This design comes from an exercise in tuning for small area, a short achievable clock period and few clock cycles per item on the open sky130 flow, not from production work. Only simulation tests tie the RTL to the original design; equivalence was not proved. Power figures rest on the tool's default switching activity, not on a simulated workload.

## IOTDF
module IOTDF( clk, rst, in_en, iot_in, fn_sel, busy, valid, iot_out);
Size in the first run: about 440 cells after synthesis, ~160 flip-flops, ~4600 sq um of cells after synthesis.
==> flow/config.mk <==
export PLATFORM = sky130hd
export DESIGN_NAME = IOTDF
export DESIGN_NICKNAME = IOTDF
export VERILOG_FILES = /design/flow/design.v
export SDC_FILE = /design/flow/constraint.sdc
export NUM_CORES = 4
export LEC_CHECK = 0
export ABC_CLOCK_PERIOD_IN_PS = 2000
export CAP_MARGIN = 20
export CORE_AREA = 2.3 2.72 109.02 108.8
export DIE_AREA = 0 0 111.405 111.405
export SETUP_SLACK_MARGIN = 3.45
export SLEW_MARGIN = 20
==> flow/constraint.sdc <==
create_clock -name core_clock -period 5.5 [get_ports {clk}]
set_input_delay 1.1000 -clock core_clock [delete_from_list [all_inputs] [get_ports {clk}]]
set_output_delay 1.1000 -clock core_clock [all_outputs]
set_load 0.01 [all_outputs]
standard.sh (not shown) runs the stock make flow with config.mk's settings and CLKGATE_MAP_FILE= SYNTH_SCRIPT=/design/flow/synth_recipe.tcl, a recipe that flattens the netlist after the stock synthesis.
==> flow/flow/run.sh <==
#!/bin/bash
# The standard ORFS layout with two changes:
#  - synthesis maps all logic with ABC under a delay target (map -D) instead of
#    extracting full/half adder cells first (ADDER_MAP_FILE empty); sizing and
#    buffering are left to OpenROAD's repair steps;
#  - the port buffers are the smallest buffer, buf_1.
# Everything else (synthesis script, floorplan, placement, CTS, routing) is the
# standard flow. Each step's output goes to a log file in this folder.
set -euo pipefail
D=${ABC_D:-1400}
rm -rf scripts_synth
cp -r "$FLOW_HOME/scripts" scripts_synth
cat > scripts_synth/abc_speed.script <<EOS
strash
dch
map -D $D
topo
EOS
bash standard.sh SCRIPTS_DIR="$PWD/scripts_synth" ADDER_MAP_FILE= synth > synth.log 2>&1
bash standard.sh BUFFER_PORTS_ARGS="-buffer_cell sky130_fd_sc_hd__buf_1" CTS_ARGS="-sink_clustering_enable -repair_clock_nets -dont_use_dummy_load -sink_clustering_size 30 -sink_clustering_max_diameter 150 -root_buf sky130_fd_sc_hd__clkbuf_16 -buf_list {sky130_fd_sc_hd__clkbuf_8 sky130_fd_sc_hd__clkbuf_16}" finish > layout.log 2>&1
Testbench counts at the start, summed over its fixed seeds: cycles 38,424, blocks 2,400.
Change:
--- a/flow/flow/run.sh
+++ b/flow/flow/run.sh
@@ -18,3 +18,3 @@
 EOS
 bash standard.sh SCRIPTS_DIR="$PWD/scripts_synth" ADDER_MAP_FILE= synth > synth.log 2>&1
-bash standard.sh BUFFER_PORTS_ARGS="-buffer_cell sky130_fd_sc_hd__buf_1" CTS_ARGS="-sink_clustering_enable -repair_clock_nets -dont_use_dummy_load -sink_clustering_size 30 -sink_clustering_max_diameter 150 -root_buf sky130_fd_sc_hd__clkbuf_16 -buf_list {sky130_fd_sc_hd__clkbuf_8 sky130_fd_sc_hd__clkbuf_16}" finish > layout.log 2>&1
+bash standard.sh BUFFER_PORTS_ARGS="-buffer_cell sky130_fd_sc_hd__buf_1" CTS_ARGS="-sink_clustering_enable -repair_clock_nets -dont_use_dummy_load -sink_clustering_size 40 -sink_clustering_max_diameter 80 -root_buf sky130_fd_sc_hd__clkbuf_16 -buf_list \"sky130_fd_sc_hd__clkbuf_4 sky130_fd_sc_hd__clkbuf_8\"" finish > layout.log 2>&1
Settings changed: CORE_AREA 2.3 2.72 109.02 108.8 to not set, CORE_MARGIN set to 2, CORE_UTILIZATION set to 40, DIE_AREA 0 0 111.405 111.405 to not set, SETUP_SLACK_MARGIN 3.45 to 3.3.
=> The changed run never finished: it broke off in clock tree synthesis (4_1_cts), error STA-0564; synthesized cell count does not change; area after synthesis is unchanged.
Change:
==> flow/flow/run.sh (replaced) <==
#!/bin/bash
# Standard ORFS layout, except that the port buffers the standard flow's flow inserts
# (one per input and output port) are the smallest buffer, buf_1.
set -euo pipefail
bash standard.sh BUFFER_PORTS_ARGS="-buffer_cell sky130_fd_sc_hd__buf_1" finish > standard.log 2>&1
Settings changed: SETUP_SLACK_MARGIN 3.3 to 3.0.
Effect: The changed run passed the timing, DRC and antenna checks. Area after synthesis came out higher slightly. Synthesized cell count fell by a quarter to a third.
Change:
==> flow/flow/run.sh (replaced) <==
#!/bin/bash
# The standard ORFS layout with two changes:
#  - synthesis maps all logic with ABC under a delay target (map -D) instead of
#    extracting full/half adder cells first (ADDER_MAP_FILE empty); sizing and
#    buffering are left to OpenROAD's repair steps;
#  - the port buffers are the smallest buffer, buf_1.
# Everything else (synthesis script, floorplan, placement, CTS, routing) is the
# standard flow. Each step's output goes to a log file in this folder.
set -euo pipefail
D=${ABC_D:-1400}
rm -rf scripts_synth
cp -r "$FLOW_HOME/scripts" scripts_synth
cat > scripts_synth/abc_speed.script <<EOS
strash
dch
map -D $D
topo
EOS
bash standard.sh SCRIPTS_DIR="$PWD/scripts_synth" ADDER_MAP_FILE= synth > synth.log 2>&1
bash standard.sh BUFFER_PORTS_ARGS="-buffer_cell sky130_fd_sc_hd__buf_1" finish > layout.log 2>&1
Settings changed: SETUP_SLACK_MARGIN 3.0 to 3.45.
Effect: Via count rose by 25%. Worst setup slack improved by 400 ps. Global-route usage goes up by 3.0 points. Worst hold slack stays flat. First-iteration DRC count rose by 28%. Register-to-register slack improved by 400 ps. Clock power rose by about 4%. Design area goes up by 10%.
Change:
--- a/flow/flow/run.sh
+++ b/flow/flow/run.sh
@@ -18,3 +18,3 @@
 EOS
 bash standard.sh SCRIPTS_DIR="$PWD/scripts_synth" ADDER_MAP_FILE= synth > synth.log 2>&1
-bash standard.sh BUFFER_PORTS_ARGS="-buffer_cell sky130_fd_sc_hd__buf_1" finish > layout.log 2>&1
+bash standard.sh BUFFER_PORTS_ARGS="-buffer_cell sky130_fd_sc_hd__buf_1" CTS_ARGS="-sink_clustering_enable -repair_clock_nets -dont_use_dummy_load -sink_clustering_size 40 -sink_clustering_max_diameter 80 -root_buf sky130_fd_sc_hd__clkbuf_16 -buf_list {sky130_fd_sc_hd__clkbuf_4 sky130_fd_sc_hd__clkbuf_8}" finish > layout.log 2>&1
Settings changed: CORE_AREA set to 2.3 2.72 109.02 108.8, CORE_MARGIN 2 to not set, CORE_UTILIZATION 40 to not set, DIE_AREA set to 0 0 111.405 111.405, SETUP_SLACK_MARGIN 3.45 to 3.55.
=> Final area went up by 9.2%; clock-buffer cell count goes down by 4; total power is lower by 9.1%; register-to-register slack is worse by 70 ps; routed wire length rose by 13%; maximum frequency is lower by 3.3%; setup slack gets worse by 71 ps; non-clock buffer count came out higher by 27; clock power drops by 40%.
Change:
--- a/flow/flow/run.sh
+++ b/flow/flow/run.sh
@@ -8,5 +8,5 @@
 # standard flow. Each step's output goes to a log file in this folder.
 set -euo pipefail
-D=${ABC_D:-1400}
+D=${ABC_D:-1250}
 rm -rf scripts_synth
 cp -r "$FLOW_HOME/scripts" scripts_synth
Settings changed: SETUP_SLACK_MARGIN 3.55 to 3.45.
Effect:
- The new run went through all stages and came out clean
- sequential power is lower by about 3%
- wire length is lower by 10%
- final cell count is higher by 1.6%
- power is lower by 10%
- die area stays the same
- sequential share of layout area is higher by 6.3 points

========
## v50
Starting RTL as in the previous note.
export LEC_CHECK = 0
export ABC_CLOCK_PERIOD_IN_PS = 2000
export CAP_MARGIN = 20
export CORE_AREA = 2.3 2.72 109.02 108.8
export DIE_AREA = 0 0 111.405 111.405
export SETUP_SLACK_MARGIN = 3.5
export SLEW_MARGIN = 20
create_clock -name core_clock -period 5.5 [get_ports {clk}]
==> flow/flow/run.sh <==
#!/bin/bash
# The standard ORFS layout with two changes:
#  - synthesis maps all logic with ABC under a delay target (map -D) instead of
#    extracting full/half adder cells first (ADDER_MAP_FILE empty); sizing and
#    buffering are left to OpenROAD's repair steps;
#  - the port buffers are the smallest buffer, buf_1.
# Everything else (synthesis script, floorplan, placement, CTS, routing) is the
# standard flow. Each step's output goes to a log file in this folder.
set -euo pipefail
D=${ABC_D:-1400}
rm -rf scripts_synth
cp -r "$FLOW_HOME/scripts" scripts_synth
cat > scripts_synth/abc_speed.script <<EOS
strash
dch
map -D $D
topo
EOS
bash standard.sh SCRIPTS_DIR="$PWD/scripts_synth" ADDER_MAP_FILE= synth > synth.log 2>&1
bash standard.sh BUFFER_PORTS_ARGS="-buffer_cell sky130_fd_sc_hd__buf_1" CTS_ARGS="-sink_clustering_enable -repair_clock_nets -dont_use_dummy_load -sink_clustering_size 40 -sink_clustering_max_diameter 80 -root_buf sky130_fd_sc_hd__clkbuf_16 -buf_list {sky130_fd_sc_hd__clkbuf_4 sky130_fd_sc_hd__clkbuf_8}" finish > layout.log 2>&1
Testbench counts of v50, summed over its fixed seeds: cycles 38,424, blocks 2,400.
#### Input delta (v53 over v50)
- CORE_UTILIZATION now 40, previously not set
- SETUP_SLACK_MARGIN now 3.4, was 3.5
- DIE_AREA no longer set, was 0 0 111.405 111.405
- CORE_AREA no longer set, was 2.3 2.72 109.02 108.8
- CORE_MARGIN now 2, previously not set
### Flow results
Global-route met2 utilization is lower on v53. Number of global-route vias before repair in v53 is 1.7% below v50. Delta(worst-case hold slack, v53 - v50) > 0. v53: all stages complete, timing, DRC and antenna checks passed. Of v53 and v50, it is v53 that has the lower via count normalized by instance count. Required time of the critical path, v50 and v53: larger value in v53. On power share of the clock group, v50 and v53 are neck and neck.
[inputs] v34 vs v53
- SETUP_SLACK_MARGIN changed from 3.4 to 3.0
-- flow/flow/run.sh --
<<< v53, line 18
EOS
bash standard.sh SCRIPTS_DIR="$PWD/scripts_synth" ADDER_MAP_FILE= synth > synth.log 2>&1
bash standard.sh BUFFER_PORTS_ARGS="-buffer_cell sky130_fd_sc_hd__buf_1" CTS_ARGS="-sink_clustering_enable -repair_clock_nets -dont_use_dummy_load -sink_clustering_size 40 -sink_clustering_max_diameter 80 -root_buf sky130_fd_sc_hd__clkbuf_16 -buf_list {sky130_fd_sc_hd__clkbuf_4 sky130_fd_sc_hd__clkbuf_8}" finish > layout.log 2>&1
>>> v34, line 18
EOS
bash standard.sh SCRIPTS_DIR="$PWD/scripts_synth" ADDER_MAP_FILE= synth > synth.log 2>&1
bash standard.sh BUFFER_PORTS_ARGS="-buffer_cell sky130_fd_sc_hd__buf_1" finish > layout.log 2>&1
[summary]
- v34 vs v53: cell count down in v34
- v34 vs. v53: average vias per placed instance now smaller, fraction of the mapped netlist area in compound gates comparable.
- Of the two candidates, v53 has the better minimum clock period and v34 the worse one.
- Switching part of the total in v34 is 1.6 points below v53.
- Changes observed in v34 relative to v53: post-layout net count now sits lower; least setup slack across all paths after layout now sits lower; multi-input combinational area share now sits lower; sequential fraction of total cell area now sits higher.
- v34 — wire length reported by the detailed router 88 um lower, v53 as reference
- Final standard cell area without fillers was higher in v53 than in v34.
Setup changes, v34 to v48
- SETUP_SLACK_MARGIN changed from 3.0 to 3.3
-- flow/flow/run.sh --
<<< v34, line 18
EOS
bash standard.sh SCRIPTS_DIR="$PWD/scripts_synth" ADDER_MAP_FILE= synth > synth.log 2>&1
bash standard.sh BUFFER_PORTS_ARGS="-buffer_cell sky130_fd_sc_hd__buf_1" finish > layout.log 2>&1
>>> v48, line 18
EOS
bash standard.sh SCRIPTS_DIR="$PWD/scripts_synth" ADDER_MAP_FILE= synth > synth.log 2>&1
bash standard.sh BUFFER_PORTS_ARGS="-buffer_cell sky130_fd_sc_hd__buf_1" CTS_ARGS="-sink_clustering_enable -repair_clock_nets -dont_use_dummy_load -sink_clustering_size 40 -sink_clustering_max_diameter 80 -root_buf sky130_fd_sc_hd__clkbuf_16 -buf_list sky130_fd_sc_hd__clkbuf_8" finish > layout.log 2>&1
Notes after the runs:
v48 went all the way through the flow, and no timing, DRC or antenna check failed. Compare v34 and v48 | met1 track demand over resource lower: v48. Between v34 and v48, shortest period the worst path allows is lower for v48, v34 comes in above that. Re sequential share of power: v48 is 11 points up on v34. Lower met2 global-route usage among v34 and v48: v48. The clock transition at the register clock pins on the worst setup and hold paths after CTS of v48 exceeds that of v34 by 0.03 ns. Run comparison: v48 critical path's slowest cell sky130_fd_sc_hd__dfxtp_4; v34 critical path's slowest cell sky130_fd_sc_hd__o41ai_2. Relative to v34, maximum fanout encountered on the critical timing path has decreased by 8 in v48.
[inputs] v15 vs v48
- CORE_MARGIN no longer set, was 2
- CORE_UTILIZATION no longer set, was 40
- DIE_AREA now 0 0 120.06 120.06, previously not set
- CORE_AREA now 2.3 2.72 117.66 117.46, previously not set
- SETUP_SLACK_MARGIN now 3.45, was 3.3
==> flow/flow/run.sh <==
#!/bin/bash
# The standard ORFS layout with three changes:
#  - synthesis maps all logic with ABC under a delay target (map -D) instead of
#    extracting full/half adder cells first (ADDER_MAP_FILE empty); sizing and
#    buffering are left to OpenROAD's repair steps;
#  - the port buffers are the smallest buffer, buf_1;
#  - CTS uses clkbuf_4/clkbuf_8 for the tree under a clkbuf_16 root and
#    inserts no dummy loads.
# Everything else (synthesis script, floorplan, placement, routing) is the
# standard flow. Each step's output goes to a log file in this folder.
set -euo pipefail
D=${ABC_D:-1400}
rm -rf scripts_synth
cp -r "$FLOW_HOME/scripts" scripts_synth
cat > scripts_synth/abc_speed.script <<EOS
strash
dch
map -D $D
topo
EOS
bash standard.sh SCRIPTS_DIR="$PWD/scripts_synth" ADDER_MAP_FILE= synth > synth.log 2>&1
bash standard.sh BUFFER_PORTS_ARGS="-buffer_cell sky130_fd_sc_hd__buf_1" CTS_ARGS="-sink_clustering_enable -repair_clock_nets -dont_use_dummy_load -sink_clustering_size 40 -sink_clustering_max_diameter 80 -root_buf sky130_fd_sc_hd__clkbuf_16 -buf_list {sky130_fd_sc_hd__clkbuf_4 sky130_fd_sc_hd__clkbuf_8}" finish > layout.log 2>&1
Notes after the runs:
Looking at post-route minimum period, v15 sits above v48. v15 — sequential share of layout area 3.1 points lower, v48 as reference. Summary — setup slack, v15 relative to v48: lower, by 0.0066 ns. v15 against v48: global-route usage over all layers decreased 1.3 points, number of standard cells in the layout, taps in and fillers out rose by 53, final design utilization now smaller. Global-route met3 utilization was higher in v48 than in v15. On sequential cell area, v15 and v48 are basically level. As of v15, first-iteration DRC count had fallen slightly compared to v48. Measured against each other, v15 and v48 differ in count of non-CTS buffers in the layout, the lower figure coming from v48.
Input-level comparison between v28 and v15:
- SETUP_SLACK_MARGIN now 3.3, was 3.45
- CORE_UTILIZATION now 60, previously not set
- CORE_MARGIN now 2, previously not set
- CORE_AREA no longer set, was 2.3 2.72 117.66 117.46
- DIE_AREA no longer set, was 0 0 120.06 120.06
==> flow/flow/run.sh <==
#!/bin/bash
# The standard ORFS layout with two changes:
#  - synthesis maps all logic with ABC under a delay target (map -D) instead of
#    extracting full/half adder cells first (ADDER_MAP_FILE empty); sizing and
#    buffering are left to OpenROAD's repair steps;
#  - the port buffers are the smallest buffer, buf_1.
# Everything else (synthesis script, floorplan, placement, CTS, routing) is the
# standard flow. Each step's output goes to a log file in this folder.
set -euo pipefail
D=${ABC_D:-1400}
rm -rf scripts_synth
cp -r "$FLOW_HOME/scripts" scripts_synth
cat > scripts_synth/abc_speed.script <<EOS
strash
dch
map -D $D
topo
EOS
bash standard.sh SCRIPTS_DIR="$PWD/scripts_synth" ADDER_MAP_FILE= synth > synth.log 2>&1
bash standard.sh BUFFER_PORTS_ARGS="-buffer_cell sky130_fd_sc_hd__buf_1" CTS_ARGS="-sink_clustering_enable -repair_clock_nets -dont_use_dummy_load -sink_clustering_size 40 -sink_clustering_max_diameter 80" finish > layout.log 2>&1
Notes after the runs:
- Going from v15 to v28, aggregate routed wire length went down 260 um; met2 usage in global routing now sits higher; cell area after layout decreased about 5%; number of placement rows lost 11; cell-internal power rose about 9%.
- v15 → v28: via count down 2.9%; share of the clock period used by the worst path up 0.18 points; share of final-layout standard cells stronger than drive strength 1 decreased by 8.8 points relative to the old numbers; number of DRC markers after the initial detailed-route iteration dropped 41.
- Compared to v15, v28 has multi-input gate share of total cell area 1.1 points lower.
- The lower die boundary width came out of v28.

[separate check: timing with driven ports]
The results above use ideal ports. As a check the final layouts listed here were re-extracted and re-timed, cells and wires unchanged.
Step 1 assumes that a clkbuf_16 drives the clock port and a buf_2 every other input.
Step 2 also shifts input and output timing later by t, the mid clock arrival at the registers, as if the neighbouring blocks saw the same clock.
Slacks: no drivers / after step 1 / after step 2; pairs: no drivers / after step 1.
| run | shift t [ns] | slack for setup (ns) | worst hold slack (ns) | worst slew at a driven data input, ns | pins driven straight from the clock port |
|---|---|---|---|---|---|
| the first run of note 1 | 0.438 | 3.493 / 3.456 / 3.500 | 0.329 / 0.329 / 0.329 | 0.03 | 1 |
| the third run of note 1 | 0.453 | 3.033 / 3.033 / 3.033 | 0.343 / 0.343 / 0.343 | 0.03 | 1 |
| the fourth run of note 1 | 0.457 | 3.429 / 3.429 / 3.429 | 0.341 / 0.341 / 0.341 | 0.03 | 1 |
| the fifth run of note 1 | 0.396 | 3.358 / 3.358 / 3.358 | 0.313 / 0.313 / 0.313 | 0.06 | 1 |
| the sixth run of note 1 | 0.396 | 3.402 / 3.402 / 3.402 | 0.317 / 0.317 / 0.317 | 0.03 | 1 |
| v50 | 0.396 | 3.459 / 3.459 / 3.459 | 0.327 / 0.327 / 0.327 | 0.03 | 1 |
| v53 | 0.394 | 3.443 / 3.443 / 3.443 | 0.332 / 0.332 / 0.332 | 0.06 | 1 |
| v34 | 0.455 | 3.081 / 3.081 / 3.081 | 0.344 / 0.344 / 0.344 | 0.07 | 1 |
| v48 | 0.396 | 3.322 / 3.322 / 3.322 | 0.313 / 0.313 / 0.313 | 0.07 | 1 |
| v15 | 0.394 | 3.315 / 3.315 / 3.315 | 0.318 / 0.318 / 0.318 | 0.03 | 1 |
| v28 | 0.541 | 3.305 / 3.305 / 3.305 | 0.320 / 0.320 / 0.320 | 0.04 | 1 |
After both steps every run listed still meets setup and hold.
